What follows belongs to an exercise in optimizing a design on an open flow for small area and a short achievable clock period; a production flow would make more cautious choices.
At most, simulation tests tie the RTL to the original design; equivalence was not proved.
For runs 4 to 7, only the layout was checked, not whether the RTL still works.
The clock port is modelled as an ideal driver; clocking choices that lean on that would not hold on a real chip.
Power and IR drop assume default switching activity.

==> flow/design.v <==
module fifo (
    input wire clk,
    input wire reset,
    input wire wr_en,
    input wire rd_en,
    input wire [DATA_WIDTH-1:0] data_in,
    output reg [DATA_WIDTH-1:0] data_out,
    output wire full,
    output wire empty
);
    parameter DATA_WIDTH = 8;
    parameter FIFO_DEPTH = 16;
    reg [DATA_WIDTH-1:0] mem [0:FIFO_DEPTH-1];
    function integer clog2;
        input integer value;
        integer i;
        begin
            clog2 = 0;
            for (i = value - 1; i > 0; i = i >> 1)
                clog2 = clog2 + 1;
        end
    endfunction
    parameter ptr_width = clog2(FIFO_DEPTH); 
    reg [ptr_width-1:0] write_pointer;
    reg [ptr_width-1:0] read_pointer;
    reg [ptr_width:0] count;
    assign full = (count == FIFO_DEPTH) ;
    assign empty = (count == 0) ;
    always @(posedge clk) begin
        if (reset) begin
            write_pointer <= {ptr_width{1'b0}};
        end else if (wr_en && !full) begin
            mem[write_pointer] <= data_in;
            write_pointer <= (write_pointer == FIFO_DEPTH - 1) ? {ptr_width{1'b0}} : write_pointer + 1;
        end
    end
    always @(posedge clk) begin
        if (reset) begin
            read_pointer <= {ptr_width{1'b0}};
            data_out <= {DATA_WIDTH{1'b0}};
        end else if (rd_en && !empty) begin
            data_out <= mem[read_pointer]; 
            read_pointer <= (read_pointer == FIFO_DEPTH - 1) ? {ptr_width{1'b0}} : read_pointer + 1;
        end 
    end
    always @(posedge clk) begin
        if (reset) begin
            count <= {(ptr_width+1){1'b0}};
        end else begin
            case ({wr_en && !full, rd_en && !empty})
                2'b10: count <= count + 1;  
                2'b01: count <= count - 1;  
                default: count <= count;    
            endcase
        end
    end
endmodule
module parallel_to_serial (
    input wire clk,
    input wire rst,
    input wire load,                
    input wire [7:0] parallel_in,   
    output reg serial_out
);
    reg [7:0] shift_reg;
    always @(posedge clk or posedge rst) begin
        if (rst)
            shift_reg <= 8'b0;
        else if (load)
            shift_reg <= parallel_in;
        else
            shift_reg <= {shift_reg[6:0], 1'b0};  
    end
    always @(posedge clk or posedge rst) begin
        if (rst)
            serial_out <= 1'b0;
        else
            serial_out <= shift_reg[7];  
    end
endmodule
module serial_to_parallel (
    input wire clk,
    input wire rst,
    input wire serial_in,
    output reg [7:0] parallel_out
);
    always @(posedge clk or posedge rst) begin
        if (rst)
            parallel_out <= 8'b0;
        else
            parallel_out <= {parallel_out[6:0], serial_in};
    end
endmodule
module usart (
    input wire clk,
    input wire rst,
    input wire [7:0] tx_data_in,
    input wire tx_write_en,
    output wire tx_full,
    output wire tx_serial_out,
    input wire rx_serial_in,
    output wire [7:0] rx_data_out,
    input wire rx_read_en,
    output wire rx_empty
);
    wire [7:0] tx_fifo_out;
    wire tx_fifo_empty;
    reg tx_rd_en;
    reg load_shift_reg;
    fifo #(
        .DATA_WIDTH(8),
        .FIFO_DEPTH(16)
    ) tx_fifo (
        .clk(clk),
        .reset(rst),
        .wr_en(tx_write_en),
        .rd_en(tx_rd_en),
        .data_in(tx_data_in),
        .data_out(tx_fifo_out),
        .full(tx_full),
        .empty(tx_fifo_empty)
    );
    parallel_to_serial tx_shifter (
        .clk(clk),
        .rst(rst),
        .load(load_shift_reg),
        .parallel_in(tx_fifo_out),
        .serial_out(tx_serial_out)
    );
    reg [3:0] tx_bit_cnt;
    always @(posedge clk or posedge rst) begin
        if (rst) begin
            tx_rd_en <= 0;
            load_shift_reg <= 0;
            tx_bit_cnt <= 0;
        end else begin
            load_shift_reg <= tx_rd_en;
            if (!tx_fifo_empty && tx_bit_cnt == 0) begin
                tx_rd_en <= 1;
                tx_bit_cnt <= 8;
            end else begin
                tx_rd_en <= 0;
                if (tx_bit_cnt != 0)
                    tx_bit_cnt <= tx_bit_cnt - 1;
            end
        end
    end
    wire [7:0] rx_parallel_data;
    reg [2:0] rx_bit_cnt;
    serial_to_parallel rx_shifter (
        .clk(clk),
        .rst(rst),
        .serial_in(rx_serial_in),
        .parallel_out(rx_parallel_data)
    );
    reg rx_wr_en;
    fifo #(
        .DATA_WIDTH(8),
        .FIFO_DEPTH(16)
    ) rx_fifo (
        .clk(clk),
        .reset(rst),
        .wr_en(rx_wr_en),
        .rd_en(rx_read_en),
        .data_in(rx_parallel_data),
        .data_out(rx_data_out),
        .full(),  
        .empty(rx_empty)
    );
    always @(posedge clk or posedge rst) begin
        if (rst) begin
            rx_bit_cnt <= 0;
            rx_wr_en <= 0;
        end else begin
            rx_bit_cnt <= rx_bit_cnt + 1;
            if (rx_bit_cnt == 7) begin
                rx_wr_en <= 1;
            end else begin
                rx_wr_en <= 0;
            end
        end
    end
endmodule
==> flow/run.sh <==
#!/bin/bash
# synth_recipe.tcl (not shown) runs the flow's synth.tcl, then flattens the netlist and writes it again
# the make line also repeats each setting of config.mk as NAME=value (left out here)
make -C /OpenROAD-flow-scripts/flow DESIGN_CONFIG=/design/flow/config.mk WORK_HOME=/design/flow/orfs CLKGATE_MAP_FILE= SYNTH_SCRIPT=/design/flow/synth_recipe.tcl finish
==> flow/config.mk <==
export PLATFORM = sky130hd
export DESIGN_NAME = usart
export DESIGN_NICKNAME = usart
export VERILOG_FILES = /design/flow/design.v
export SDC_FILE = /design/flow/constraint.sdc
export NUM_CORES = 4
export LEC_CHECK = 0
export CAP_MARGIN = 20
export CORE_MARGIN = 2
export CORE_UTILIZATION = 40
export SLEW_MARGIN = 20
==> flow/constraint.sdc <==
create_clock -name core_clock -period 4.0 [get_ports {clk}]
set_input_delay 0.8000 -clock core_clock [delete_from_list [all_inputs] [get_ports {clk}]]
set_output_delay 0.8000 -clock core_clock [all_outputs]
set_load 0.01 [all_outputs]
==> results of run 1 <==
-- area by class of cell --
type                            instances  area, um^2  area share (%)
Multi-Input combinational cell        374        3330            22.7
Clock buffer                           53         975            6.63
Sequential cell                       325        9210            62.6
Inverter                               18        67.6           0.459
Clock inverter                         13         119           0.808
Tap cell                              402         503            3.42
Timing Repair Buffer                   58         505            3.44
-- per-stage QoR --
step / instances / area, um^2 / hold WS, ns / utilization (%) / setup slack, ns
floorplan: 756 / 12800 / 0.331 / - / 0.982
global placement: 1177 / 13600 / 0.414 / 43.3 / 0.462
detailed placement: 1177 / 13600 / 0.415 / 43.3 / 0.421
CTS: 1243 / 14700 / 0.431 / 46.7 / 0.718
global route: 1243 / 14700 / 0.443 / 46.7 / 0.543
finish: 1243 / 14700 / 0.438 / 46.7 / 0.722
-- report_power, final --
part           total, mW  switching [mW]  internal [mW]
registers           3.87           0.133           3.74
logic              0.641           0.331          0.310
clock network       3.06            1.28           1.77
total               7.57            1.75           5.82
-- metal layers --
layer / GRT usage [%] / part of all wire (%) / up-vias
met5: 0 / 0 / -
met4: 4.13 / 1.7 / 0
met3: 2.34 / 4.0 / 36
met2: 25.7 / 50 / 134
met1: 21.0 / 45 / 3316
li1: - / - / 3053
-- worst max-delay path by stage --
| stage | startpoint | to | slack [ns] | depth (start not counted) |
|---|---|---|---|---|
| floorplan | rx_fifo.count[0] | rx_fifo.count[4] | 0.98 | 11 |
| global placement | rx_read_en | rx_fifo.count[4] | 0.46 | 11 |
| detailed placement | rx_read_en | rx_fifo.count[4] | 0.42 | 11 |
| CTS | rx_fifo.count[0] | rx_fifo.count[4] | 0.72 | 10 |
| global route | rx_fifo.count[0] | rx_fifo.count[4] | 0.54 | 10 |
| finish | rx_fifo.count[0] | rx_fifo.count[4] | 0.72 | 10 |
-- cell families (layout without fill, tap and decap cells) --
logic type               Yosys count  count (layout)  share of synthesized area [%]
AND/OR/NAND/NOR                  140             140                           4.89
AO/OA/AOI/OAI                     91              91                           4.71
flip-flops                       325             325                           72.0
XOR/XNOR                          10              10                          0.685
multiplexers                     109             109                           13.3
buffers and inverters             57             142                           1.92
adder cells (fa/ha/maj)           24              24                           2.47
-- cells in the final DEF (no fill, tap or decap), types with 3 or more instances in the layout --
master / Yosys / final
nand2_1: 36 / 36
dfxtp_1: 42 / 40
a31o_1: 8 / 8
nor4_1: 3 / 3
nand2b_1: 5 / 5
mux2i_1: 53 / 53
buf_4: 5 / 34
a211oi_1: 8 / 8
o22ai_1: 24 / 24
clkinv_1: 0 / 5
a21oi_1: 22 / 22
nor2_1: 60 / 60
clkbuf_1: 20 / 16
mux4_2: 48 / 48
a21o_1: 5 / 5
ha_1: 22 / 22
mux2_2: 8 / 8
nor3_1: 10 / 10
xnor2_1: 3 / 3
dfrtp_1: 27 / 27
nand3_1: 10 / 10
a311oi_1: 9 / 9
clkdlybuf4s50_1: 0 / 23
nor2b_1: 4 / 4
or3_1: 5 / 5
clkbuf_16: 0 / 36
o21ai_0: 10 / 10
xor2_1: 7 / 7
inv_1: 16 / 16
edfxtp_1: 256 / 256
-- synthesized netlist by cell type --
library cell | instances | area share [%]
a211oi_1 | 8 | 0.47
a21boi_0 | 1 | 0.059
a21boi_1 | 1 | 0.059
a21o_1 | 5 | 0.29
a21oi_1 | 22 | 0.86
a311oi_1 | 9 | 0.62
a31o_1 | 8 | 0.55
a31oi_1 | 1 | 0.049
and2_1 | 1 | 0.049
buf_1 | 4 | 0.12
buf_2 | 10 | 0.39
buf_4 | 5 | 0.29
clkbuf_1 | 20 | 0.59
dfrtp_1 | 27 | 5.3
dfxtp_1 | 42 | 6.6
edfxtp_1 | 256 | 60
fa_1 | 2 | 0.31
ha_1 | 22 | 2.2
inv_1 | 16 | 0.47
inv_2 | 2 | 0.059
mux2_2 | 8 | 0.70
mux2i_1 | 53 | 4.2
mux4_2 | 48 | 8.5
nand2_1 | 36 | 1.1
nand2b_1 | 5 | 0.24
nand3_1 | 10 | 0.39
nand3_2 | 1 | 0.078
nand3b_1 | 1 | 0.059
nor2_1 | 60 | 1.8
nor2b_1 | 4 | 0.20
nor3_1 | 10 | 0.39
nor4_1 | 3 | 0.15
o21a_1 | 1 | 0.059
o21ai_0 | 10 | 0.39
o21ai_4 | 1 | 0.13
o22ai_1 | 24 | 1.2
or3_1 | 5 | 0.24
or3b_2 | 1 | 0.069
or4_1 | 2 | 0.12
or4_4 | 1 | 0.088
xnor2_1 | 3 | 0.21
xor2_1 | 7 | 0.48
==> flow_metrics.tcl, run 1 <==
set metrics [dict create \
    wl_per_cell_um 19.8 \
    power.total_mw 7.57 \
    fin_crit_sh_pct 81.9 \
    yosysWarnings 4 \
    gr-total-overflow 0 \
    critical_path_arrival_ns 3.67 \
    path_buf_inv 1 \
    setup_viol 0 \
    critPathKind "flip-flop to flip-flop" \
    io_pins 24 \
    die_h_um 183 \
    clk_path_buf_depth 3 \
    drv_cap 0 \
    rsz0062_at_grt "no" \
    syn2layout_area_growth_pct 15.1 \
    fill_cells 2628 \
    hold_viol 0 \
    grt_max_degree 39 \
    syn_nets 793 \
    maxClockFrequency_ghz 0.305 \
    synth-seq-cells 325 \
    root_buffer "clkbuf_16" \
    cpPeakStageDelay_ns 0.58 \
    routed_via_density 5.26 \
    drtAntennaViolNets 0 \
    worstMarginPinSlew_ns 1.05 \
    io_buffers 23 \
    path_clk_slew_ns 0.06 \
    syn_avg_cell_area_um2 16.9 \
    cts.htree.levels 2 \
    grt_pass1_vias 6613 \
    syn_inst 756 \
    min_path_cells 0 \
    worstSetupStartpointType "flip-flop" \
    cp_max_fo 13 \
    path_common_cell "ha_1" \
    outcome "timing/DRC/antenna clean" \
    irDropWorstVdd_v 0.000289 \
    leakage_nw 4.81 \
    crit_required_ns 4.39 \
    yosysUniqueCellTypes 42 \
    hp-start "tx_rd_en" \
    gp_congestion 0.724 \
    crit_family "simple AND/OR/NAND/NOR gates" \
    ctsResizeCount 0 \
    worstHoldEndpoint "load_shift_reg" \
    chipWidth_um 183 \
    cts_tree "done" \
    dieArea_um2 33400 \
    fin_skew_ns 0.0311 \
    grt_pass1_wl_um 38900 \
    rr_worst_depth 10 \
    reg.largest.list "rx_fifo.mem (128), tx_fifo.mem (128)" \
    cts_hold_buf 0 \
    r2r_end "rx_fifo.count[4]" \
    end_kind "flip-flop" \
    rows 65 \
    wl_um 24600 \
    syn_area_um2 12800 \
    r2r_setup_slack_ns 0.72 \
    clk_latency_ns 0.53 \
    num_vias 6539 \
    reg2reg_from "rx_fifo.count[0]" \
    grtUsageTotal_pct 15.3 \
    diodes 0 \
    crit_slowest_cell "or4_4" \
    post_cts_buffers 0 \
    antenna_found_initial 0 \
    drtIter0Drc 483 \
    drive_above_1_share_pct 17.1 \
    nets 850 \
    crit_chain "or4_4 -> o21ai_4 -> inv_2 -> ha_1 -> ha_1 -> nor2b_1 -> o21ai_0 -> a21oi_1 -> or3b_2 -> mux2_2" \
    slew_headroom_pct 29.6 \
    min_period_ns 3.28 \
    slew_violations 0 \
    hp-class "flip-flop to flip-flop" \
    first_pass_iters 4 \
    drc 0 \
    clock_sinks 325 \
    start_util_pct 40.6 \
    tns_ns 0 \
    hpwl_um 15800 \
    numCtsBuffers 36 \
    yosysSeqAreaShare_pct 72.0 \
    power.density_nw_per_um2 514 \
    core_area_um2 31500 \
]
==> inputs of run 2 (changes only) <==
==> flow/design.v (replaced) <==
module usart (
    input wire clk,
    input wire rst,
    input wire [7:0] tx_data_in,
    input wire tx_write_en,
    output wire tx_full,
    output wire tx_serial_out,
    input wire rx_serial_in,
    output wire [7:0] rx_data_out,
    input wire rx_read_en,
    output wire rx_empty
);
    reg [7:0] tmem [0:15];
    reg [3:0] twp, trp;
    reg       tf, te;           
    reg [3:0] tcnt;             
    reg [7:0] tsh;
    reg       tso;
    wire t_rd   = tcnt[3];                  
    wire t_load = (tcnt == 4'd7);
    wire t_wr   = tx_write_en & ~tf;
    wire [3:0] trp_m1 = trp - 4'd1;         
    always @(posedge clk)
        if (t_wr) tmem[twp] <= tx_data_in;
    always @(posedge clk or posedge rst) begin
        if (rst) begin
            twp <= 4'd0; trp <= 4'd0; tf <= 1'b0; te <= 1'b1;
            tcnt <= 4'd0; tsh <= 8'd0; tso <= 1'b0;
        end else begin
            if (t_wr) twp <= twp + 4'd1;
            if (t_rd) trp <= trp + 4'd1;
            if (t_wr & ~t_rd) begin
                tf <= (twp + 4'd1 == trp);
                te <= 1'b0;
            end else if (t_rd & ~t_wr) begin
                tf <= 1'b0;
                te <= (trp + 4'd1 == twp);
            end
            if (~te & (tcnt == 4'd0)) tcnt <= 4'd8;
            else if (tcnt != 4'd0) tcnt <= tcnt - 4'd1;
            tsh <= t_load ? tmem[trp_m1] : {tsh[6:0], 1'b0};
            tso <= tsh[7];
        end
    end
    assign tx_full = tf;
    assign tx_serial_out = tso;
    reg [7:0] rsh;
    reg [2:0] rbc;
    reg       rwe;
    reg [7:0] rmem [0:15];
    reg [3:0] rwp, rrp;
    reg       rf, re;
    reg [7:0] rdo;
    wire r_wr = rwe & ~rf;
    wire r_rd = rx_read_en & ~re;
    always @(posedge clk)
        rsh <= {rsh[6:0], rx_serial_in};
    always @(posedge clk)
        if (r_wr) rmem[rwp] <= rsh;
    always @(posedge clk or posedge rst) begin
        if (rst) begin
            rbc <= 3'd0; rwe <= 1'b0;
            rwp <= 4'd0; rrp <= 4'd0; rf <= 1'b0; re <= 1'b1;
            rdo <= 8'd0;
        end else begin
            rbc <= rbc + 3'd1;
            rwe <= (rbc == 3'd7);
            if (r_wr) rwp <= rwp + 4'd1;
            if (r_rd) begin
                rrp <= rrp + 4'd1;
                rdo <= rmem[rrp];
            end
            if (r_wr & ~r_rd) begin
                rf <= (rwp + 4'd1 == rrp);
                re <= 1'b0;
            end else if (r_rd & ~r_wr) begin
                rf <= 1'b0;
                re <= (rrp + 4'd1 == rwp);
            end
        end
    end
    assign rx_data_out = rdo;
    assign rx_empty = re;
endmodule
--- a/flow/config.mk
+++ b/flow/config.mk
@@ -6,6 +6,8 @@
 export NUM_CORES = 4
 export LEC_CHECK = 0
+export ABC_CLOCK_PERIOD_IN_PS = 1500
 export CAP_MARGIN = 20
 export CORE_MARGIN = 2
-export CORE_UTILIZATION = 40
+export CORE_UTILIZATION = 65
+export SETUP_SLACK_MARGIN = 2.5
 export SLEW_MARGIN = 20
==> flow_metrics.tcl, run 2 <==
set metrics [dict create \
    fill_cells 927 \
    first_pass_iters 5 \
    drtAntennaViolNets 0 \
    grt_pass1_wl_um 40800 \
    irDropWorstVdd_v 0.000577 \
    final_cell_mix "256 x edfxtp_1, 44 x nand2_1, 42 x buf_4" \
    core_area_um2 18700 \
    setup.worst_path.end "tsh[2]" \
    leakage_nw 5.39 \
    synth-seq-cells 309 \
    async_reset_ff_share_pct 14.6 \
    wl_um 27300 \
    drv_cap 0 \
    cp_max_fo 4 \
    setup_viol 0 \
    antenna_found_initial 0 \
    tns_ns 0 \
    cts_tree "done" \
    dp_cells 957 \
    nets 862 \
    rows 50 \
    wl_per_cell_um 25.1 \
    clock_sinks 309 \
    p_comb_share_pct 39.9 \
    clk_path_buf_depth 3 \
    syn_avg_cell_area_um2 17.0 \
    cpPeakStageDelay_ns 0.52 \
    critPathKind "flip-flop to flip-flop" \
    fin_skew_ns 0.0115 \
    slew_violations 0 \
    gp_congestion 0.831 \
    ys_top_cells_by_area "edfxtp_1 62%, dfrtp_1 8.7%, mux4_1 3.8%, mux4_2 2.9%, mux2i_1 2.5%" \
    clk_latency_ns 0.55 \
    startpoint "trp[0]" \
    maxClockFrequency_ghz 0.435 \
    hold_viol 0 \
    cp.depth 9 \
    path_clk_slew_ns 0.06 \
    outcome "timing/DRC/antenna clean" \
    yosysMostFrequentCell "edfxtp_1" \
    dieArea_um2 20200 \
    crit_required_ns 4.39 \
    hp-class "flip-flop to flip-flop" \
    crit_family "multiplexers" \
    yosysUniqueCellTypes 40 \
    grt_max_degree 29 \
    power.switching_mw 3.73 \
    min_period_ns 2.30 \
    routed_via_density 6.30 \
    cts_hold_buf 0 \
    rsz0062_at_grt "yes" \
    power.density_nw_per_um2 761 \
    multi_input_area_um2 3780 \
    reg2reg_from "trp[0]" \
    synth-main-ff-cell "edfxtp_1" \
    syn_inst 730 \
    io_pins 24 \
    drive_above_1_share_pct 34.0 \
    numCtsBuffers 30 \
    synth-edff-count 256 \
    drtIter0Drc 568 \
    r2r_end "tsh[2]" \
    worstSetupStartpointType "flip-flop" \
    syn_area_um2 12400 \
    pwr-share-clk_pct 24.8 \
    grt_pass1_vias 7065 \
    start_util_pct 66.4 \
    yosysWarnings 1 \
    syn2layout_area_growth_pct 23.2 \
    crit_slowest_cell "mux4_2" \
    p_sw_share_pct 32.0 \
    path_buf_inv 3 \
    crit_chain "inv_8 -> ha_4 -> xor2_4 -> buf_6 -> buf_16 -> mux4_2 -> mux2_2 -> nand2_1 -> a31oi_1" \
    yosysSeqAreaShare_pct 72.2 \
    power_frac_seq_pct 35.3 \
    yosys.area.top_type_share_pct 61.9 \
    hpwl_um 15600 \
    critical_path_arrival_ns 2.68 \
    end_kind "flip-flop" \
    finalNonFillerCells 1088 \
    diodes 0 \
    regArea_um2 9000 \
    syn_nets 761 \
    fin_crit_sh_pct 57.5 \
    drc 0 \
    slew_headroom_pct 49.0 \
    rr_worst_depth 9 \
    r2r_setup_slack_ns 1.70 \
    grtUsageTotal_pct 27.5 \
    cts.htree.levels 1 \
    gr-total-overflow 0 \
    worstMarginPinSlew_ns 0.760 \
    die_h_um 142 \
    io_buffers 23 \
    intPower_mw 7.92 \
    netlist_top_cells_count "256 x edfxtp_1, 55 x nand2_1, 43 x dfrtp_1" \
    num_vias 6850 \
    root_buffer "clkbuf_16" \
    reg.largest.list "rmem (128), tmem (128)" \
    layout_commonest_cell "edfxtp_1" \
    synth_top_area_cell "edfxtp_1" \
    chipWidth_um 142 \
]
run 2: cell types whose count changed after synthesis, moves of 19 or more:
cell     previous run  this run
mux4_2             48        16
nor2_1             60        27
mux2i_1            53        31
dfxtp_1            42         8
a21oi_1            22         2
nand2_1            36        55
o22ai_1            24         0
xnor2_1             3        22
run 2: layout make-up:
class | instances | share of cell area, %
flip-flops and latches | 309 | 58.8
multi-input cells | 372 | 24.7
repair buffers | 104 | 7.41
clock buffers | 33 | 5.12
well taps | 234 | 1.91
clock inverters | 22 | 1.59
inverters | 13 | 0.458
repair inverters | 1 | 0.0490
run 2: kinds of logic (layout without fill, tap and decap cells):
logic type / count (synthesis) / after routing / share of synthesized area (%)
xor gates and xnor gates: 34 / 34 / 2.55
adders and majority gates: 18 / 18 / 1.81
and+or+nand+nor: 177 / 177 / 6.97
DFF: 309 / 309 / 72.2
muxes: 81 / 81 / 10.7
buffers and inverters: 49 / 173 / 1.99
AOI/OAI and AO/OA: 62 / 62 / 3.78
run 2: how the worst min path moves through the flow:
stage	from	end	slack [ns]	cells past startpoint
2_1_floorplan	tsh[7]	tso	0.33	0
3_3_place_gp	rbc[0]	rbc[0]	0.41	1
3_5_place_dp	tsh[7]	tso	0.43	0
4_1_cts	tsh[7]	tso	0.44	0
5_1_grt	tsh[7]	tso	0.43	0
6_report	rbc[0]	rbc[0]	0.44	1
run 2: repair_timing:
item                       CTS  global route
pin swaps                   23            25
hold endpoints to repair     0             0
setup endpoints to repair  309           296
cloned                       5             0
buffers inserted            58            13
gates resized for setup    137            41
run 2: per-stage QoR:
stage	util, %	cell area (um^2)	setup WS [ns]	power (mW)	hold WS, ns
after floorplan	-	12800	1.67	6.86	0.331
after global placement	69.9	13100	1.07	7.48	0.412
after detailed placement	69.9	13100	1.02	7.58	0.430
after CTS	80.2	15000	1.74	11.4	0.442
after global routing	81.9	15300	1.62	12.1	0.434
final	81.9	15300	1.70	11.6	0.437
run 2: per-layer routing:
metal	GRT usage, %	wire length [um]	vias to the layer above
li1	-	-	3015
met1	35.3	10900	3524
met2	47.9	14300	236
met3	4.04	1220	75
met4	11.1	1010	0
met5	0	0	-
run 2: power by group through the flow:
stage	clock network (mW)	logic [mW]	registers [mW]
after floorplan	0	2.82	4.04
after global placement	0	3.27	4.21
after detailed placement	0	3.36	4.22
after CTS	2.91	4.41	4.09
after global routing	3.04	4.93	4.14
final	2.89	4.65	4.11
==> inputs of run 3 (changes only) <==
--- a/flow/config.mk
+++ b/flow/config.mk
@@ -6,8 +6,6 @@
 export NUM_CORES = 4
 export LEC_CHECK = 0
-export ABC_CLOCK_PERIOD_IN_PS = 1500
 export CAP_MARGIN = 20
 export CORE_MARGIN = 2
-export CORE_UTILIZATION = 65
-export SETUP_SLACK_MARGIN = 2.5
+export CORE_UTILIZATION = 40
 export SLEW_MARGIN = 20
==> flow_metrics.tcl, run 3 <==
set metrics [dict create \
    outcome "timing/DRC/antenna clean" \
    setup_viol 0 \
    yosys.area.top_type_share_pct 61.9 \
    worstSetupStartpointType "flip-flop" \
    yosysMostFrequentCell "edfxtp_1" \
    clock_sinks 309 \
    rr_worst_depth 7 \
    grt_pass1_vias 6383 \
    irDropWorstVdd_v 0.000444 \
    syn_avg_cell_area_um2 17.0 \
    cts_tree "done" \
    hold_viol 0 \
    cpPeakStageDelay_ns 0.65 \
    fin_skew_ns 0.0260 \
    numCtsBuffers 35 \
    grt_use_met1_pct 21.1 \
    maxClockFrequency_ghz 0.328 \
    synth-main-ff-cell "edfxtp_1" \
    worstHoldEndpoint "rbc[0]" \
    power.switching_mw 3.26 \
    gp_congestion 0.756 \
    min_path_cells 1 \
    fin_util_pct 46.7 \
    p_comb_share_pct 29.6 \
    busiest_layer "met2" \
    grt_max_degree 33 \
    critical_path_arrival_ns 3.42 \
    power.total_mw 10.6 \
    intPower_mw 7.35 \
    gr-usage-met2_pct 24.4 \
    synth_top_area_cell "edfxtp_1" \
    power_frac_seq_pct 39.0 \
    critPathKind "flip-flop to flip-flop" \
    dieArea_um2 32500 \
    drive_above_1_share_pct 12.8 \
    first_pass_iters 5 \
    yosysSeqAreaShare_pct 72.2 \
    grt_pass1_wl_um 38000 \
    slew_violations 0 \
    cts_hold_buf 0 \
    syn_inst 730 \
    path_clk_slew_ns 0.06 \
    tns_ns 0 \
    die_h_um 180 \
    yosysUniqueCellTypes 40 \
    drc 0 \
    slew_headroom_pct 43.5 \
    use_met3_pct 2.71 \
    root_buffer "clkbuf_16" \
    start_util_pct 40.6 \
    diodes 0 \
    clk_latency_ns 0.53 \
    netlist_top_cells_count "256 x edfxtp_1, 55 x nand2_1, 43 x dfrtp_1" \
    hp-start "rbc[0]" \
    rsz0062_at_grt "no" \
    r2r_setup_slack_ns 0.95 \
    worstMarginPinSlew_ns 0.845 \
    reg.largest.list "rmem (128), tmem (128)" \
    power.density_nw_per_um2 743 \
    crit_chain "inv_2 -> ha_1 -> xor2_4 -> mux4_1 -> mux2_2 -> o21ai_0 -> a21oi_1" \
    fin_crit_sh_pct 76.3 \
    num_vias 6231 \
    leakage_nw 4.93 \
    cts.htree.levels 2 \
    chipWidth_um 180 \
    yosysWarnings 1 \
    io_pins 24 \
    min_period_ns 3.05 \
    antenna_found_initial 0 \
    end_kind "flip-flop" \
    core_area_um2 30600 \
    drtIter0Drc 415 \
    p_sw_share_pct 30.7 \
    wl_per_cell_um 20.4 \
    grtUsageTotal_pct 15.1 \
    synth-seq-cells 309 \
    ctsResizeCount 0 \
    post_cts_buffers 0 \
    crit_slowest_cell "xor2_4" \
    nets 799 \
    final_cell_mix "256 x edfxtp_1, 55 x nand2_1, 42 x dfrtp_1" \
    pwr-share-clk_pct 31.4 \
    drv_cap 0 \
    hpwl_um 15300 \
    drtAntennaViolNets 0 \
    synth-edff-count 256 \
    syn_area_um2 12400 \
    clk_path_buf_depth 3 \
    wl_um 24300 \
    gr-total-overflow 0 \
    io_buffers 23 \
    ys_top_cells_by_area "edfxtp_1 62%, dfrtp_1 8.7%, mux4_1 3.8%, mux4_2 2.9%, mux2i_1 2.5%" \
    crit_required_ns 4.37 \
    r2r_end "tsh[0]" \
    fill_cells 2607 \
    rows 64 \
    cp_max_fo 20 \
    layout_commonest_cell "edfxtp_1" \
    reg2reg_from "trp[0]" \
    multi_input_area_um2 3200 \
    syn_nets 761 \
    regArea_um2 8980 \
    hp-class "flip-flop to flip-flop" \
    async_reset_ff_share_pct 14.6 \
    routed_via_density 5.24 \
    syn2layout_area_growth_pct 15.0 \
]
## run 3: cell counts after synthesis
Identical to the previous run, type by type.
## run 3: worst max-delay path by stage
stage / end / slack, ns / depth (start not counted) / start
floorplan: tsh[0] / 1.28 / 9 / trp[0]
global placement: tsh[0] / 0.97 / 7 / trp[0]
detailed placement: tsh[0] / 0.89 / 7 / trp[0]
CTS: tsh[0] / 0.90 / 7 / trp[0]
global route: tsh[0] / 0.74 / 7 / trp[0]
finish: tsh[0] / 0.95 / 7 / trp[0]
## run 3: cell type report
class	instances	area share [%]
clock inverter	12	1.61
tap	396	3.47
sequential	309	62.8
inverter	13	0.342
multi-input combinational	372	22.4
timing repair buffer	37	2.35
clock buffer	51	6.98
## run 3: logic make-up after synthesis
group	count (synthesis)	share of synthesized area, %
AND/OR/NAND/NOR	177	6.97
buffers and inverters	49	1.99
XOR/XNOR	34	2.55
flip-flops	309	72.2
AO/OA/AOI/OAI	62	3.78
adder cells (fa/ha/maj)	18	1.81
multiplexers	81	10.7
## run 3: power groups by stage
stage	Combinational, mW	Clock (mW)	Sequential [mW]
finish	3.15	3.33	4.14
global route	3.44	3.53	4.18
CTS	3.20	3.41	4.14
detailed placement	3.18	0	4.21
global placement	3.15	0	4.21
floorplan	2.57	0	4.02
## run 3: per-layer routing
metal	vias to the layer above	wire length (um)
li1	2906	-
met1	3152	11300
met2	140	11500
met3	33	1090
met4	0	426
met5	-	0
## run 3: stage by stage
step	cell area, um^2	hold WS (ns)	std cells	setup slack (ns)
final	14300	0.431	1190	0.950
after global routing	14300	0.460	1190	0.738
after CTS	14300	0.440	1190	0.899
after detailed placement	13100	0.417	1127	0.892
after global placement	13100	0.412	1127	0.966
after floorplan	12400	0.331	730	1.28
## run 3: worst max-delay path: cells and delay by family (launching register included)
family / cells / cell delay, ns
AOI/OAI and AO/OA: 2 / 0.21
buffers and inverters: 1 / 0.23
adders and majority gates: 1 / 0.33
muxes: 2 / 0.90
DFF: 1 / 0.59
xor gates and xnor gates: 1 / 0.65
==> inputs of run 4 (changes only) <==
==> flow/design.v (replaced) <==
module usart (
    input wire clk,
    input wire rst,
    input wire [7:0] tx_data_in,
    input wire tx_write_en,
    output wire tx_full,
    output wire tx_serial_out,
    input wire rx_serial_in,
    output wire [7:0] rx_data_out,
    input wire rx_read_en,
    output wire rx_empty
);
    integer i;
    reg [7:0] tmem [0:15];
    reg [3:0] twp, trp;
    reg       tf, tfo, te;
    reg [3:0] tcnt;
    reg       tld;
    reg [7:0] tsh;
    reg       tso;
    wire t_rd = tcnt[3];                    
    wire t_wr = tx_write_en & ~tf;
    reg [7:0] t_byte;
    always @* begin
        t_byte = 8'd0;
        for (i = 0; i < 16; i = i + 1)
            if (trp == ((i + 1) & 15)) t_byte = t_byte | tmem[i];
    end
    always @(posedge clk)
        if (t_wr) tmem[twp] <= tx_data_in;
    always @(posedge clk) begin
        if (rst) begin
            twp <= 4'd0; trp <= 4'd0; tf <= 1'b0; tfo <= 1'b0; te <= 1'b1;
            tcnt <= 4'd0; tld <= 1'b0; tsh <= 8'd0; tso <= 1'b0;
        end else begin
            if (t_wr) twp <= twp + 4'd1;
            if (t_rd) trp <= trp + 4'd1;
            if (t_wr & ~t_rd) begin
                tf <= (twp + 4'd1 == trp);
                tfo <= (twp + 4'd1 == trp);
                te <= 1'b0;
            end else if (t_rd & ~t_wr) begin
                tf <= 1'b0;
                tfo <= 1'b0;
                te <= (trp + 4'd1 == twp);
            end
            if (~te & (tcnt == 4'd0)) tcnt <= 4'd8;
            else if (tcnt != 4'd0) tcnt <= tcnt - 4'd1;
            tld <= t_rd;
            tsh <= tld ? t_byte : {tsh[6:0], 1'b0};
            tso <= tsh[7];
        end
    end
    assign tx_full = tfo;
    assign tx_serial_out = tso;
    reg [7:0] rsh;
    reg [2:0] rbc;
    reg       rwe;
    reg [7:0] rmem [0:15];
    reg [3:0] rwp, rrp;
    reg       rf, re, reo;
    reg [7:0] rdo;
    wire r_wr = rwe & ~rf;
    wire r_rd = rx_read_en & ~re;
    reg [7:0] r_byte;
    always @* begin
        r_byte = 8'd0;
        for (i = 0; i < 16; i = i + 1)
            if (rrp == i) r_byte = r_byte | rmem[i];
    end
    always @(posedge clk)
        rsh <= {rsh[6:0], rx_serial_in};
    always @(posedge clk)
        if (r_wr) rmem[rwp] <= rsh;
    always @(posedge clk) begin
        if (rst) begin
            rbc <= 3'd0; rwe <= 1'b0;
            rwp <= 4'd0; rrp <= 4'd0; rf <= 1'b0; re <= 1'b1; reo <= 1'b1;
            rdo <= 8'd0;
        end else begin
            rbc <= rbc + 3'd1;
            rwe <= (rbc == 3'd7);
            if (r_wr) rwp <= rwp + 4'd1;
            if (r_rd) begin
                rrp <= rrp + 4'd1;
                rdo <= r_byte;
            end
            if (r_wr & ~r_rd) begin
                rf <= (rwp + 4'd1 == rrp);
                re <= 1'b0;
                reo <= 1'b0;
            end else if (r_rd & ~r_wr) begin
                rf <= 1'b0;
                re <= (rrp + 4'd1 == rwp);
                reo <= (rrp + 4'd1 == rwp);
            end
        end
    end
    assign rx_data_out = rdo;
    assign rx_empty = reo;
endmodule
--- a/flow/config.mk
+++ b/flow/config.mk
@@ -6,6 +6,8 @@
 export NUM_CORES = 4
 export LEC_CHECK = 0
+export ABC_CLOCK_PERIOD_IN_PS = 1500
 export CAP_MARGIN = 20
 export CORE_MARGIN = 2
-export CORE_UTILIZATION = 40
+export CORE_UTILIZATION = 65
+export SETUP_SLACK_MARGIN = 2.4
 export SLEW_MARGIN = 20
==> flow_metrics.tcl, run 4 <==
set metrics [dict create \
    irDropWorstVdd_v 0.000484 \
    syn2layout_area_growth_pct 28.4 \
    grtUsageTotal_pct 32.7 \
    leakage_nw 5.12 \
    fin_skew_ns 0.0149 \
    drtAntennaViolNets 0 \
    dieArea_um2 19700 \
    hold_viol 0 \
    layout_commonest_cell "edfxtp_1" \
    path_clk_slew_ns 0.06 \
    min_period_ns 1.87 \
    yosysWarnings 1 \
    drtIter0Drc 1007 \
    clock_sinks 310 \
    fin_crit_sh_pct 46.8 \
    nets 981 \
    critPathKind "flip-flop to flip-flop" \
    clk_latency_ns 0.55 \
    num_vias 8023 \
    syn_nets 877 \
    cts_tree "done" \
    synth-edff-count 256 \
    cp_max_fo 10 \
    yosys.area.top_type_share_pct 63.6 \
    setup_viol 0 \
    power.density_nw_per_um2 487 \
    grt_max_degree 49 \
    tns_ns 0 \
    wl_per_cell_um 27.4 \
    cts.htree.levels 1 \
    antenna_found_initial 0 \
    chipWidth_um 140 \
    fill_cells 798 \
    placed_cell_area_um2 12700 \
    async_reset_ff_share_pct 0 \
    drc 0 \
    syn_avg_cell_area_um2 14.3 \
    netlist_top_cells_count "256 x edfxtp_1, 75 x nand2_1, 67 x nor2_1" \
    diodes 0 \
    end_kind "flip-flop" \
    gr-total-overflow 0 \
    rsz0062_at_grt "yes" \
    grt_pass1_wl_um 47900 \
    fin_area_um2 15500 \
    first_pass_iters 5 \
    slew_violations 0 \
    power.total_mw 7.56 \
    hpwl_um 17400 \
    reg.largest.list "rmem (128), tmem (128)" \
    start_util_pct 66.8 \
    rows 49 \
    routed_via_density 6.69 \
    crit_required_ns 4.44 \
    numCtsBuffers 31 \
    maxClockFrequency_ghz 0.534 \
    drv_cap 0 \
    io_buffers 23 \
    critical_path_arrival_ns 2.31 \
    die_h_um 140 \
    ys_top_cells_by_area "edfxtp_1 64%, dfxtp_1 8.9%, a22oi_1 2.5%, nand2_1 2.3%, ha_1 2.3%" \
    outcome "timing/DRC/antenna clean" \
    fin_util_pct 85.7 \
    final_cell_mix "256 x edfxtp_1, 62 x nand2_1, 47 x buf_4" \
    clk_path_buf_depth 3 \
    synth_top_area_cell "edfxtp_1" \
    yosysSeqAreaShare_pct 72.6 \
    grt_pass1_vias 8031 \
    wl_um 32800 \
    regArea_um2 8820 \
    yosysMostFrequentCell "edfxtp_1" \
    syn_area_um2 12100 \
    io_pins 24 \
    gp_congestion 0.881 \
    worstSetupStartpointType "flip-flop" \
    yosysUniqueCellTypes 46 \
    drive_above_1_share_pct 32.0 \
    hp-class "flip-flop to flip-flop" \
    worstMarginPinSlew_ns 0.820 \
    root_buffer "clkbuf_16" \
    multi_input_area_um2 3860 \
    core_area_um2 18100 \
    synth-main-ff-cell "edfxtp_1" \
    slew_headroom_pct 45.2 \
    synth-seq-cells 310 \
    syn_inst 842 \
]
==> run 4: cell count changes in the layout (fill, tap and decap cells not counted), sizes merged, moves of 32 or more <==
cell / before / now
a22oi: 7 / 41
dfrtp: 43 / 0
nor2: 27 / 67
a21oi: 2 / 38
dfxtp: 8 / 54
mux4: 34 / 2
buf: 14 / 110
==> run 4: worst max-delay path, cell delays in order, from the launching register on <==
cell	delay [ns]
dfxtp_4	0.38
inv_4	0.09
ha_4	0.23
buf_12	0.17
a22oi_1	0.11
mux4_2	0.51
a311oi_1	0.26
==> run 4: worst paths after layout <==
| path | startpoint | endpoint | slack, ns | cells past startpoint |
|---|---|---|---|---|
| worst max-delay path | rrp[1] | rdo[4] | 2.13 | 6 |
| worst min-delay path | rbc[0] | rbc[0] | 0.42 | 1 |
| worst max register to register | rrp[1] | rdo[4] | 2.13 | 6 |
| worst min register to register | rbc[0] | rbc[0] | 0.42 | 1 |
==> run 4: cell type report <==
cell class / count / area share (%)
Sequential cell: 310 / 56.9
Multi-Input combinational cell: 467 / 24.9
Timing Repair Buffer: 124 / 9.66
Clock buffer: 44 / 5.45
Tap cell: 229 / 1.85
Clock inverter: 13 / 0.896
Inverter: 12 / 0.387
==> run 4: kinds of logic after synthesis <==
kind of cell               after synthesis  share of synthesized area, %
AOI/OAI and AO/OA                      191                          11.5
xor gates and xnor gates                31                          2.25
adders and majority gates               22                          2.28
buffers and inverters                   65                          2.54
DFF                                    310                          72.6
muxes                                   11                          1.12
and+or+nand+nor                        212                          7.72
==> run 4: per-stage QoR <==
stage / worst slack (ns) / hold WS [ns] / instances
2_1_floorplan: 2.14 / 0.399 / 842
3_3_place_gp: 1.30 / 0.407 / 1051
3_5_place_dp: 1.20 / 0.422 / 1051
4_1_cts: 2.18 / 0.430 / 1183
5_1_grt: 2.12 / 0.452 / 1199
6_report: 2.13 / 0.423 / 1199
==> run 4: timing repair <==
action                                  CTS  global route
hold endpoints to repair                  0             0
buffers inserted                         72            16
pin swaps                                67            42
gates resized for setup                 208            50
hold buffers                              0             0
cloned                                    3             0
endpoints found under the setup margin  294           182
==> run 4: power breakdown <==
part	total, mW	internal [mW]	switching (mW)
Sequential	3.67	3.58	0.0992
Combinational	1.07	0.502	0.570
Clock	2.81	1.65	1.16
==> run 4: per-layer routing <==
| layer | wire length [um] | track usage [%] | up-vias |
|---|---|---|---|
| met5 | 0 | 0 | - |
| met4 | 1480 | 15.3 | 0 |
| met3 | 2420 | 4.38 | 112 |
| met2 | 17500 | 58.8 | 475 |
| met1 | 11400 | 39.4 | 3987 |
| li1 | - | - | 3449 |
==> inputs of run 5 (changes only) <==
==> flow/design.v (replaced) <==
module usart (
    input wire clk,
    input wire rst,
    input wire [7:0] tx_data_in,
    input wire tx_write_en,
    output wire tx_full,
    output wire tx_serial_out,
    input wire rx_serial_in,
    output wire [7:0] rx_data_out,
    input wire rx_read_en,
    output wire rx_empty
);
    integer i;
    reg [7:0]  tmem [0:15];
    reg [3:0]  twp, trp;
    reg        tf, te;
    reg [3:0]  tcnt;
    reg [15:0] tsel;
    reg        tld;
    reg [7:0]  tsh;
    reg        tso;
    wire t_rd = tcnt[3];                    
    wire t_wr = tx_write_en & ~tf;
    reg [7:0] t_byte;
    always @* begin
        t_byte = 8'd0;
        for (i = 0; i < 16; i = i + 1)
            t_byte = t_byte | ({8{tsel[i]}} & tmem[i]);
    end
    always @(posedge clk)
        if (t_wr) tmem[twp] <= tx_data_in;
    always @(posedge clk) begin
        for (i = 0; i < 16; i = i + 1)
            tsel[i] <= t_rd & (trp == i);
        tld <= t_rd;
    end
    always @(posedge clk) begin
        if (rst) begin
            twp <= 4'd0; trp <= 4'd0; tf <= 1'b0; te <= 1'b1;
            tcnt <= 4'd0; tsh <= 8'd0; tso <= 1'b0;
        end else begin
            if (t_wr) twp <= twp + 4'd1;
            if (t_rd) trp <= trp + 4'd1;
            if (t_wr & ~t_rd) begin
                tf <= (twp + 4'd1 == trp);
                te <= 1'b0;
            end else if (t_rd & ~t_wr) begin
                tf <= 1'b0;
                te <= (trp + 4'd1 == twp);
            end
            if (~te & (tcnt == 4'd0)) tcnt <= 4'd8;
            else if (tcnt != 4'd0) tcnt <= tcnt - 4'd1;
            tsh <= t_byte | ({tsh[6:0], 1'b0} & {8{~tld}});
            tso <= tsh[7];
        end
    end
    assign tx_full = tf;
    assign tx_serial_out = tso;
    reg [7:0]  rsh;
    reg [2:0]  rbc;
    reg        rwe;
    reg [7:0]  rmem [0:15];
    reg [3:0]  rwp;
    reg [15:0] rsel;
    reg        rf, re;
    reg [7:0]  rdo;
    wire r_wr = rwe & ~rf;
    wire r_rd = rx_read_en & ~re;
    reg [15:0] rwdec;
    reg [7:0]  r_byte;
    reg        r_wnext_is_r, r_rnext_is_w;
    always @* begin
        r_byte = 8'd0;
        r_wnext_is_r = 1'b0;    
        r_rnext_is_w = 1'b0;    
        for (i = 0; i < 16; i = i + 1) begin
            rwdec[i] = (rwp == i);
            r_byte = r_byte | ({8{rsel[i]}} & rmem[i]);
        end
        for (i = 0; i < 16; i = i + 1) begin
            r_wnext_is_r = r_wnext_is_r | (rwdec[i] & rsel[(i + 1) & 15]);
            r_rnext_is_w = r_rnext_is_w | (rsel[i] & rwdec[(i + 1) & 15]);
        end
    end
    always @(posedge clk)
        rsh <= {rsh[6:0], rx_serial_in};
    always @(posedge clk)
        if (r_wr) rmem[rwp] <= rsh;
    always @(posedge clk) begin
        if (rst) begin
            rbc <= 3'd0; rwe <= 1'b0;
            rwp <= 4'd0; rsel <= 16'd1; rf <= 1'b0; re <= 1'b1;
            rdo <= 8'd0;
        end else begin
            rbc <= rbc + 3'd1;
            rwe <= (rbc == 3'd7);
            if (r_wr) rwp <= rwp + 4'd1;
            if (r_rd) begin
                rsel <= {rsel[14:0], rsel[15]};
                rdo <= r_byte;
            end
            if (r_wr & ~r_rd) begin
                rf <= r_wnext_is_r;
                re <= 1'b0;
            end else if (r_rd & ~r_wr) begin
                rf <= 1'b0;
                re <= r_rnext_is_w;
            end
        end
    end
    assign rx_data_out = rdo;
    assign rx_empty = re;
endmodule
--- a/flow/config.mk
+++ b/flow/config.mk
@@ -10,4 +10,6 @@
 export CORE_MARGIN = 2
 export CORE_UTILIZATION = 65
+export CTS_CLUSTER_DIAMETER = 100
+export CTS_CLUSTER_SIZE = 24
 export SETUP_SLACK_MARGIN = 2.4
 export SLEW_MARGIN = 20
==> flow_metrics.tcl, run 5 <==
set metrics [dict create \
    min_period_ns 1.80 \
    fin_util_pct 79.5 \
    worstSetupStartpointType "flip-flop" \
    cp.depth 1 \
    syn2layout_area_growth_pct 19.8 \
    path_buf_inv 1 \
    critPathKind "flip-flop to output port" \
    synth-main-ff-cell "edfxtp_1" \
    fin_crit_sh_pct 44.9 \
    grt_max_degree 35 \
    yosysMostFrequentCell "edfxtp_1" \
    power.total_mw 6.51 \
    cpPeakStageDelay_ns 0.37 \
    yosysUniqueCellTypes 43 \
    cts.htree.levels 1 \
    clk_latency_ns 0.52 \
    clk_path_buf_depth 3 \
    clock_sinks 338 \
    crit_chain "buf_6" \
    rsz0062_at_grt "yes" \
    crit_slowest_cell "dfxtp_2" \
    synth-edff-count 256 \
    grt_pass1_wl_um 48700 \
    setup_viol 0 \
    async_reset_ff_share_pct 0 \
    yosys.area.top_type_share_pct 61.9 \
    wl_per_cell_um 29.8 \
    cts_tree "done" \
    cp_max_fo 2 \
    gr-total-overflow 0 \
    diodes 0 \
    worstMarginPinSlew_ns 0.850 \
    yosysWarnings 1 \
    synth-seq-cells 338 \
    numCtsBuffers 18 \
    reg2reg_from "rwp[1]" \
    r2r_end "rmem[0][0]" \
    antenna_found_initial 0 \
    synth_top_area_cell "edfxtp_1" \
    final_cell_mix "256 x edfxtp_1, 73 x a22oi_1, 44 x nand2_1" \
    chipWidth_um 142 \
    grt_pass1_vias 7703 \
    dp_cells 1033 \
    cts_hold_buf 0 \
    crit_required_ns 3.20 \
    power.density_nw_per_um2 438 \
    yosysSeqAreaShare_pct 75.2 \
    wl_um 33700 \
    syn_avg_cell_area_um2 15.0 \
    core_area_um2 18700 \
    reg.largest.list "rmem (128), tmem (128)" \
    path_clk_slew_ns 0.10 \
    fin_skew_ns 0.0307 \
    start_util_pct 66.4 \
    netlist_top_cells_count "256 x edfxtp_1, 82 x dfxtp_1, 75 x a22oi_1" \
    r2r_setup_slack_ns 2.29 \
    gp_congestion 0.961 \
    root_buffer "clkbuf_16" \
    leakage_nw 4.76 \
    slew_headroom_pct 43.2 \
    dieArea_um2 20200 \
    rr_worst_depth 7 \
    drive_above_1_share_pct 25.1 \
    syn_area_um2 12400 \
    die_h_um 142 \
    setup.worst_path.end "rx_data_out[7]" \
    nets 916 \
    irDropWorstVdd_v 0.000372 \
    grtUsageTotal_pct 33.5 \
    end_kind "output port" \
    routed_via_density 6.96 \
    critical_path_arrival_ns 1.00 \
    drtIter0Drc 978 \
    syn_inst 829 \
    crit_family "flip-flops" \
    hold_viol 0 \
    fin_hold_ws_ns 0.443 \
    drc 0 \
    io_pins 24 \
    io_buffers 23 \
    drtAntennaViolNets 0 \
    drv_cap 0 \
    hpwl_um 19600 \
    syn_nets 860 \
    outcome "timing/DRC/antenna clean" \
    finalNonFillerCells 1130 \
    layout_commonest_cell "edfxtp_1" \
    tns_ns 0 \
    hp-class "flip-flop to flip-flop" \
    ys_top_cells_by_area "edfxtp_1 62%, dfxtp_1 13%, a22oi_1 4.5%, ha_1 1.8%, nor2_1 1.7%" \
    slew_violations 0 \
    rows 50 \
    maxClockFrequency_ghz 0.557 \
    first_pass_iters 6 \
    startpoint "rdo[7]" \
    num_vias 7863 \
]
## run 5: cell types whose count changed in the layout (fill, tap and decap cells not counted), moves of 9 or more
cell       previous run  this run
a21oi_1              34        23
a22oi_1              33        73
and2_1                1        16
and3_1                1        11
buf_4                47        38
buf_6                30        15
clkbuf_16            31        19
dfxtp_1              29        38
dfxtp_2              17        34
nand2_1              62        44
nor2_1               41        31
nor3_1                1        10
## run 5: cells by family (layout without fill, tap and decap cells)
| logic type | Yosys count | after routing | synth area share (%) |
|---|---|---|---|
| compound gates | 186 | 186 | 11.7 |
| xor+xnor | 19 | 19 | 1.34 |
| fa+ha+maj | 18 | 18 | 1.81 |
| buf+inv | 68 | 135 | 2.31 |
| flops | 338 | 338 | 75.2 |
| mux | 3 | 3 | 0.343 |
| simple gates | 197 | 197 | 7.36 |
## run 5: worst register-to-register path: stages, from the launching register on
cell	delay, ns
dfxtp_4	0.40
inv_4	0.09
ha_4	0.20
buf_4	0.14
buf_6	0.10
nand2_8	0.08
nor3_4	0.23
buf_12	0.18
## run 5: timing repair
item                       4_1_cts  5_1_grt
setup endpoints to repair      318      171
pin swaps                       31       13
buffers inserted                48       15
resized for setup              154       42
cloned                           3        0
## run 5: cell type report
cell class	instances	area [um^2]
inverter	13	70.1
multi-input combinational	423	3470
timing repair inverter	1	8.76
fill	999	3830
sequential	338	9410
tap	234	293
clock buffer	30	517
timing repair buffer	90	1080
clock inverter	1	30.0
## run 5: worst min path at each step
stage	start	endpoint	slack, ns	depth (start not counted)
after floorplan	tcnt[3]	tld	0.33	0
after global placement	rbc[0]	rbc[0]	0.41	1
after detailed placement	tsh[7]	tso	0.43	1
after CTS	rbc[0]	rbc[0]	0.45	1
after global routing	rbc[0]	rbc[0]	0.45	1
final	rbc[0]	rbc[0]	0.44	1
## run 5: routing by layer
| layer | vias to the layer above | wire length [um] | track usage [%] |
|---|---|---|---|
| met4 | 0 | 2150 | 15.9 |
| li1 | 3313 | - | - |
| met3 | 147 | 2900 | 5.22 |
| met5 | - | 0 | 0 |
| met1 | 3876 | 11900 | 42.6 |
| met2 | 527 | 16700 | 57.1 |
## run 5: stage by stage
| step | cell area, um^2 | setup slack, ns |
|---|---|---|
| after floorplan | 12800 | 2.13 |
| after global placement | 13100 | 1.23 |
| after detailed placement | 13100 | 1.19 |
| after CTS | 14600 | 2.20 |
| after global routing | 14900 | 2.19 |
| final | 14900 | 2.20 |
## run 5: power breakdown
group / switching [mW] / internal (mW)
registers: 0.118 / 3.86
clock network: 1.07 / 0.907
logic: 0.295 / 0.255
==> inputs of run 6 (changes only) <==
--- a/flow/config.mk
+++ b/flow/config.mk
@@ -6,10 +6,10 @@
 export NUM_CORES = 4
 export LEC_CHECK = 0
-export ABC_CLOCK_PERIOD_IN_PS = 1500
+export ABC_CLOCK_PERIOD_IN_PS = 1800
 export CAP_MARGIN = 20
 export CORE_MARGIN = 2
-export CORE_UTILIZATION = 65
+export CORE_UTILIZATION = 70
 export CTS_CLUSTER_DIAMETER = 100
 export CTS_CLUSTER_SIZE = 24
-export SETUP_SLACK_MARGIN = 2.4
+export SETUP_SLACK_MARGIN = 2.25
 export SLEW_MARGIN = 20
==> flow_metrics.tcl, run 6 <==
set metrics [dict create \
    antenna_found_initial 0 \
    intPower_mw 4.99 \
    gp_congestion 0.923 \
    core_area_um2 17300 \
    p_sw_share_pct 22.7 \
    synth_top_area_cell "edfxtp_1" \
    syn_avg_cell_area_um2 15.0 \
    grt_max_degree 35 \
    wl_per_cell_um 29.7 \
    fin_skew_ns 0.0228 \
    nets 883 \
    syn2layout_area_growth_pct 14.7 \
    yosysSeqAreaShare_pct 75.2 \
    critPathKind "flip-flop to flip-flop" \
    setup_viol 0 \
    cts.htree.levels 1 \
    yosysMostFrequentCell "edfxtp_1" \
    dieArea_um2 18800 \
    synth-edff-count 256 \
    leakage_nw 4.46 \
    syn_inst 829 \
    chipWidth_um 137 \
    p_comb_share_pct 7.6 \
    slew_headroom_pct 42.8 \
    power_frac_seq_pct 61.8 \
    start_util_pct 71.8 \
    grtUsageTotal_pct 35.0 \
    num_vias 7817 \
    path_clk_slew_ns 0.10 \
    drc 0 \
    rows 48 \
    worstMarginPinSlew_ns 0.855 \
    syn_nets 860 \
    tns_ns 0 \
    clk_path_buf_depth 3 \
    hp-start "rbc[0]" \
    power.density_nw_per_um2 453 \
    slew_violations 0 \
    finalNonFillerCells 1089 \
    rsz0062_at_grt "yes" \
    min_period_ns 1.82 \
    routed_via_density 7.18 \
    fin_util_pct 82.3 \
    io_buffers 23 \
    yosysUniqueCellTypes 43 \
    crit_required_ns 4.18 \
    drv_cap 0 \
    synth-main-ff-cell "edfxtp_1" \
    startpoint "rwp[3]" \
    end_kind "flip-flop" \
    reg.largest.list "rmem (128), tmem (128)" \
    numCtsBuffers 18 \
    grt_pass1_wl_um 46700 \
    final_cell_mix "256 x edfxtp_1, 75 x a22oi_1, 59 x dfxtp_1" \
    async_reset_ff_share_pct 0 \
    pwr-share-clk_pct 30.6 \
    outcome "timing/DRC/antenna clean" \
    io_pins 24 \
    layout_commonest_cell "edfxtp_1" \
    netlist_top_cells_count "256 x edfxtp_1, 82 x dfxtp_1, 75 x a22oi_1" \
    root_buffer "clkbuf_16" \
    dp_cells 1026 \
    hpwl_um 19500 \
    grt_pass1_vias 7552 \
    diodes 0 \
    syn_area_um2 12400 \
    hp-class "flip-flop to flip-flop" \
    ys_top_cells_by_area "edfxtp_1 62%, dfxtp_1 13%, a22oi_1 4.5%, ha_1 1.8%, nor2_1 1.7%" \
    cts_tree "done" \
    yosysWarnings 1 \
    clock_sinks 338 \
    wl_um 32300 \
    power.switching_mw 1.46 \
    critical_path_arrival_ns 2.00 \
    drive_above_1_share_pct 17.9 \
    cp_max_fo 16 \
    fill_cells 839 \
    maxClockFrequency_ghz 0.549 \
    drtAntennaViolNets 0 \
    first_pass_iters 6 \
    clk_latency_ns 0.51 \
    synth-seq-cells 338 \
    die_h_um 137 \
    worstSetupStartpointType "flip-flop" \
    yosys.area.top_type_share_pct 61.9 \
    irDropWorstVdd_v 0.000441 \
    fin_crit_sh_pct 45.5 \
    gr-total-overflow 0 \
    hold_viol 0 \
    reg2reg_from "rwp[3]" \
    drtIter0Drc 978 \
]
[run 6: cell counts after synthesis]
No cell type changed its count.
[run 6: metrics by stage]
step,setup WS [ns],hold WS (ns),instance area [um^2],total power [mW]
2_1_floorplan,2.06,0.326,12600,4.31
3_3_place_gp,1.42,0.406,12900,4.45
3_5_place_dp,1.39,0.424,12900,4.50
4_1_cts,2.20,0.444,14100,6.43
5_1_grt,2.14,0.474,14200,6.63
6_report,2.18,0.448,14200,6.45
[run 6: layer usage]
metal	vias up	part of all wire (%)	routed length (um)	GRT usage (%)
met4	0	6.7	2170	18.2
met1	3850	34	10800	43.9
met5	-	0	0	0
li1	3247	-	-	-
met2	566	50	16100	59.0
met3	154	9.9	3190	5.78
[run 6: kinds of logic (layout without fill, tap and decap cells)]
| family | Yosys count | after routing | synth area share (%) |
|---|---|---|---|
| xor gates and xnor gates | 19 | 19 | 1.34 |
| buffers and inverters | 68 | 103 | 2.31 |
| adders and majority gates | 18 | 18 | 1.81 |
| DFF | 338 | 338 | 75.2 |
| AOI/OAI and AO/OA | 186 | 186 | 11.7 |
| and+or+nand+nor | 197 | 197 | 7.36 |
| muxes | 3 | 3 | 0.343 |
[run 6: power groups by stage]
stage                     sequential, mW  clock (mW)  combinational [mW]
final                               3.99        1.97               0.493
after CTS                           3.98        1.97               0.484
after global routing                4.00        2.10               0.533
after floorplan                     3.99           0               0.315
after detailed placement            4.06           0               0.433
after global placement              4.05           0               0.398
[run 6: critical path: stages (launching register included)]
cell,delay [ns]
dfxtp_2,0.63
nand2_1,0.40
nor2_4,0.44
[run 6: final timing paths]
path / depth (start not counted) / slack [ns] / to
max: 2 / 2.18 / rmem[12][7]
min: 1 / 0.45 / rbc[0]
max reg2reg: 2 / 2.18 / rmem[12][7]
min reg2reg: 1 / 0.45 / rbc[0]
[run 6: cell type report]
cell class	count	area (um^2)	area share (%)
Clock buffer	31	520	3.66
Clock inverter	1	30.0	0.211
Inverter	13	65.1	0.457
Multi-Input combinational cell	423	3230	22.7
Sequential cell	338	9370	65.8
Tap cell	225	282	1.98
Timing Repair Buffer	57	731	5.13
Timing Repair inverter	1	8.76	0.0615
[run 6: repair_timing]
action	in CTS	in global routing
cloned	2	0
endpoints found under the hold margin	0	0
setup endpoints to repair	280	97
setup buffers	24	5
hold buffers	0	0
pin swaps	18	7
gates resized for setup	135	12
==> inputs of run 7 (changes only) <==
==> flow/flow/run.sh (new file) <==
#!/bin/bash
set -euo pipefail
W=$(pwd)
bash standard.sh \
  SKIP_CTS_REPAIR_TIMING=1 \
  POST_CTS_TCL="$W/flow/post_cts.tcl" \
  finish > "$W/standard.log" 2>&1
==> flow/flow/post_cts.tcl (new file) <==
# Runs inside ORFS's cts.tcl after clock_tree_synthesis and detailed placement.
set block [ord::get_db_block]
set cnet [[$block findBTerm clk] getNet]
set roots {}
foreach it [$cnet getITerms] { lappend roots [$it getInst] }
if {[llength $roots] == 1} {
  set root [lindex $roots 0]
  set rnet [[$root findITerm X] getNet]
  set loads {}
  foreach it [$rnet getITerms] {
    if {[$it isInputSignal]} { lappend loads $it }
  }
  if {[llength $loads] <= 4} {
    foreach it $loads { $it disconnect; $it connect $cnet }
    [$root findITerm A] disconnect
    [$root findITerm X] disconnect
    puts "post_cts: removed clock root buffer [$root getName]; clock port drives [llength $loads] pins"
    odb::dbInst_destroy $root
    odb::dbNet_destroy $rnet
  } else {
    puts "post_cts: root buffer drives [llength $loads] pins; tree left as it is"
  }
}
estimate_parasitics -placement
repair_timing_helper
detailed_placement
check_placement -verbose
estimate_parasitics -placement
report_checks -path_delay max -format full_clock_expanded
==> flow/standard.sh (new file) <==
#!/bin/bash
# synth_recipe.tcl (not shown) runs the flow's synth.tcl, then flattens the netlist and writes it again
# the make line also repeats each setting of config.mk as NAME=value (left out here)
make -C /OpenROAD-flow-scripts/flow DESIGN_CONFIG=/design/flow/config.mk WORK_HOME=/design/flow/orfs CLKGATE_MAP_FILE= SYNTH_SCRIPT=/design/flow/synth_recipe.tcl "${@:-finish}"
--- a/flow/config.mk
+++ b/flow/config.mk
@@ -6,10 +6,10 @@
 export NUM_CORES = 4
 export LEC_CHECK = 0
-export ABC_CLOCK_PERIOD_IN_PS = 1800
+export ABC_CLOCK_PERIOD_IN_PS = 1500
 export CAP_MARGIN = 20
 export CORE_MARGIN = 2
-export CORE_UTILIZATION = 70
+export CORE_UTILIZATION = 65
 export CTS_CLUSTER_DIAMETER = 100
 export CTS_CLUSTER_SIZE = 24
-export SETUP_SLACK_MARGIN = 2.25
+export SETUP_SLACK_MARGIN = 2.4
 export SLEW_MARGIN = 20
removed: flow/run.sh
==> flow_metrics.tcl, run 7 <==
set metrics [dict create \
    synth_compound_area_share_pct 11.7 \
    num_vias 7794 \
    clk_latency_ns 0.38 \
    gp_congestion 0.961 \
    pwr-share-clk_pct 29.6 \
    power.switching_mw 1.45 \
    syn_nets 860 \
    synth_top_area_cell "edfxtp_1" \
    grt_pass1_vias 7564 \
    leakage_nw 4.66 \
    wl_um 33200 \
    syn_avg_cell_area_um2 15.0 \
    drc 0 \
    clock_sinks 338 \
    synth_top_family_by_area "compound AO/OA/AOI/OAI gates" \
    yosysWarnings 1 \
    path_buf_inv 1 \
    die_h_um 142 \
    maxClockFrequency_ghz 0.591 \
    synth-main-ff-cell "edfxtp_1" \
    outcome "timing/DRC/antenna clean" \
    rsz0062_at_grt "yes" \
    syn_inst 829 \
    nets 909 \
    critical_path_arrival_ns 1.95 \
    synth_adder_area_share_pct 1.81 \
    core_area_um2 18700 \
    path_clk_slew_ns 0.10 \
    fill_cells 1023 \
    grt_pass1_wl_um 48100 \
    synth-seq-cells 338 \
    wl_per_cell_um 29.6 \
    start_util_pct 66.4 \
    final_cell_mix "256 x edfxtp_1, 74 x a22oi_1, 44 x nand2_1" \
    dieArea_um2 20200 \
    antenna_found_initial 0 \
    synth-simple-area-share_pct 7.36 \
    async_reset_ff_share_pct 0 \
    power_frac_seq_pct 61.8 \
    hpwl_um 19600 \
    yosysSeqAreaShare_pct 75.2 \
    syn2layout_area_growth_pct 18.7 \
    hp-class "flip-flop to flip-flop" \
    synth-edff-count 256 \
    chipWidth_um 142 \
    p_comb_share_pct 8.6 \
    io_buffers 23 \
    muxShareOfSynthArea_pct 0.343 \
    irDropWorstVdd_v 0.000373 \
    crit_family "compound AO/OA/AOI/OAI gates" \
    hold_viol 0 \
    min_period_ns 1.69 \
    regArea_um2 9410 \
    crit_chain "buf_6 -> ha_4 -> a222oi_1 -> a221oi_1 -> o311ai_1 -> o21ai_1" \
    gr-total-overflow 0 \
    drtIter0Drc 1101 \
    crit_required_ns 4.26 \
    crit_slowest_cell "dfxtp_4" \
    dp_cells 1033 \
    drv_cap 0 \
    multi_input_area_um2 3430 \
    p_sw_share_pct 22.6 \
    routed_via_density 6.94 \
    synth-xor-area-share_pct 1.34 \
    slew_violations 0 \
    fin_skew_ns 0.0279 \
    cts_tree "done" \
    intPower_mw 4.98 \
    tns_ns 0 \
    netlist_top_cells_count "256 x edfxtp_1, 82 x dfxtp_1, 75 x a22oi_1" \
    reg.largest.list "rmem (128), tmem (128)" \
    ys_top_cells_by_area "edfxtp_1 62%, dfxtp_1 13%, a22oi_1 4.5%, ha_1 1.8%, nor2_1 1.7%" \
    rows 50 \
    drive_above_1_share_pct 24.6 \
    yosysUniqueCellTypes 43 \
    finalNonFillerCells 1123 \
    grtUsageTotal_pct 33.1 \
    syn_area_um2 12400 \
    worstSetupStartpointType "flip-flop" \
    yosys.area.top_type_share_pct 61.9 \
    end_kind "flip-flop" \
    cp_max_fo 5 \
    cpPeakStageDelay_ns 0.39 \
    setup_viol 0 \
    worstMarginPinSlew_ns 0.850 \
    grt_max_degree 35 \
    diodes 0 \
    first_pass_iters 8 \
    yosysMostFrequentCell "edfxtp_1" \
    layout_commonest_cell "edfxtp_1" \
    io_pins 24 \
    critPathKind "flip-flop to flip-flop" \
    slew_headroom_pct 43.4 \
    fin_crit_sh_pct 42.3 \
    power.density_nw_per_um2 437 \
    drtAntennaViolNets 0 \
]
==> run 7: cell count changes in the layout (fill, tap and decap cells not counted), moves of 3 or more <==
| cell | previous run | this run |
|---|---|---|
| nand2_8 | 1 | 5 |
| dfxtp_1 | 59 | 38 |
| buf_4 | 14 | 34 |
| nand2_1 | 48 | 44 |
| dlygate4sd2_1 | 2 | 8 |
| dfxtp_2 | 20 | 32 |
| a2111oi_4 | 0 | 4 |
| buf_12 | 17 | 20 |
| clkdlybuf4s50_1 | 9 | 1 |
| dfxtp_4 | 3 | 12 |
| buf_6 | 12 | 16 |
| a2111oi_2 | 6 | 2 |
==> run 7: worst register-to-register path: stages, from the launching register on <==
cell	delay, ns
dfxtp_4	0.39
buf_6	0.12
ha_4	0.18
a222oi_1	0.38
a221oi_1	0.14
o311ai_1	0.28
o21ai_1	0.09
==> run 7: power groups by stage <==
| stage | sequential, mW | clock, mW | combinational (mW) |
|---|---|---|---|
| global route | 3.99 | 2.03 | 0.590 |
| detailed placement | 4.06 | 0 | 0.454 |
| floorplan | 3.99 | 0 | 0.342 |
| finish | 3.98 | 1.90 | 0.551 |
| global placement | 4.05 | 0 | 0.431 |
==> run 7: cell type report <==
type / instances / share of cell area [%]
flip-flops and latches: 338 / 63.9
multi-input cells: 423 / 23.3
repair buffers: 84 / 6.76
clock buffers: 29 / 3.34
well taps: 234 / 1.99
inverters: 13 / 0.493
clock inverters: 1 / 0.204
repair inverters: 1 / 0.0594
==> run 7: metal layers <==
metal	wire, um	part of all wire [%]	GRT usage (%)
met2	16700	50	57.5
met1	11600	35	41.5
met3	2940	8.8	5.35
met4	1980	6.0	14.6
met5	0	0	0
==> run 7: logic make-up after synthesis <==
group	count (synthesis)
simple gates	197
compound gates	186
xor+xnor	19
buf+inv	68
fa+ha+maj	18
flops	338
mux	3
==> run 7: path summary, 6_finish.rpt <==
| check | endpoint | slack [ns] | cells after the start | from |
|---|---|---|---|---|
| hold reg to reg | rbc[0] | 0.44 | 1 | rbc[0] |
| setup / recovery | rf | 2.31 | 6 | rwp[0] |
| hold / removal | rbc[0] | 0.44 | 1 | rbc[0] |
| setup reg to reg | rf | 2.31 | 6 | rwp[0] |
==> run 7: metrics by stage <==
step / worst slack [ns] / area, um^2 / power, mW / util (%) / hold slack (ns)
after floorplan: 2.13 / 12800 / 4.34 / - / 0.326
after global placement: 1.23 / 13100 / 4.48 / 69.8 / 0.406
after detailed placement: 1.19 / 13100 / 4.51 / 69.8 / 0.431
after global routing: 2.24 / 14700 / 6.62 / 78.8 / 0.453
final: 2.31 / 14700 / 6.43 / 78.8 / 0.440

==> static timing again, ports no longer ideal <==
No port has a modelled driver above. Below, the same layouts with a new extraction and two added sets of constraints.
Step 1, drivers: a clkbuf_16 drives clk and a buf_2 each remaining input, both assumed.
Step 2, shift: input delay + t, output delay - t, t = (earliest + latest rising clock arrival at the registers) / 2. This alone moves slack from input paths to output paths.
Slacks: ideal ports / drivers / drivers and shift; pairs: ideal ports / drivers.
run | t, ns | slack for setup (ns) | latest minus earliest clock arrival (ns) | worst register clock-pin slew, ns | pins driven straight from the clock port
run 1 | 0.568 | 0.722 / 0.722 / 0.429 | 0.031 / 0.031 | 0.06 / 0.06 | 1
run 2 | 0.584 | 1.701 / 1.701 / 1.701 | 0.016 / 0.016 | 0.07 / 0.07 | 1
run 3 | 0.559 | 0.950 / 0.950 / 0.950 | 0.027 / 0.027 | 0.06 / 0.06 | 1
run 4 | 0.585 | 2.128 / 2.128 / 1.831 | 0.015 / 0.016 | 0.06 / 0.06 | 1
run 5 | 0.549 | 2.205 / 2.160 / 1.845 | 0.031 / 0.030 | 0.10 / 0.10 | 1
run 6 | 0.551 | 2.179 / 2.146 / 1.753 | 0.023 / 0.023 | 0.10 / 0.10 | 1
run 7 | 0.432 | 2.307 / 2.280 / 1.976 | 0.036 / 0.035 | 0.10 / 0.10 | 2
After both steps every run listed still meets setup and hold. For run 6, which loses most, drivers alone change the setup slack by -0.033 ns; drivers and shift together by -0.426 ns.
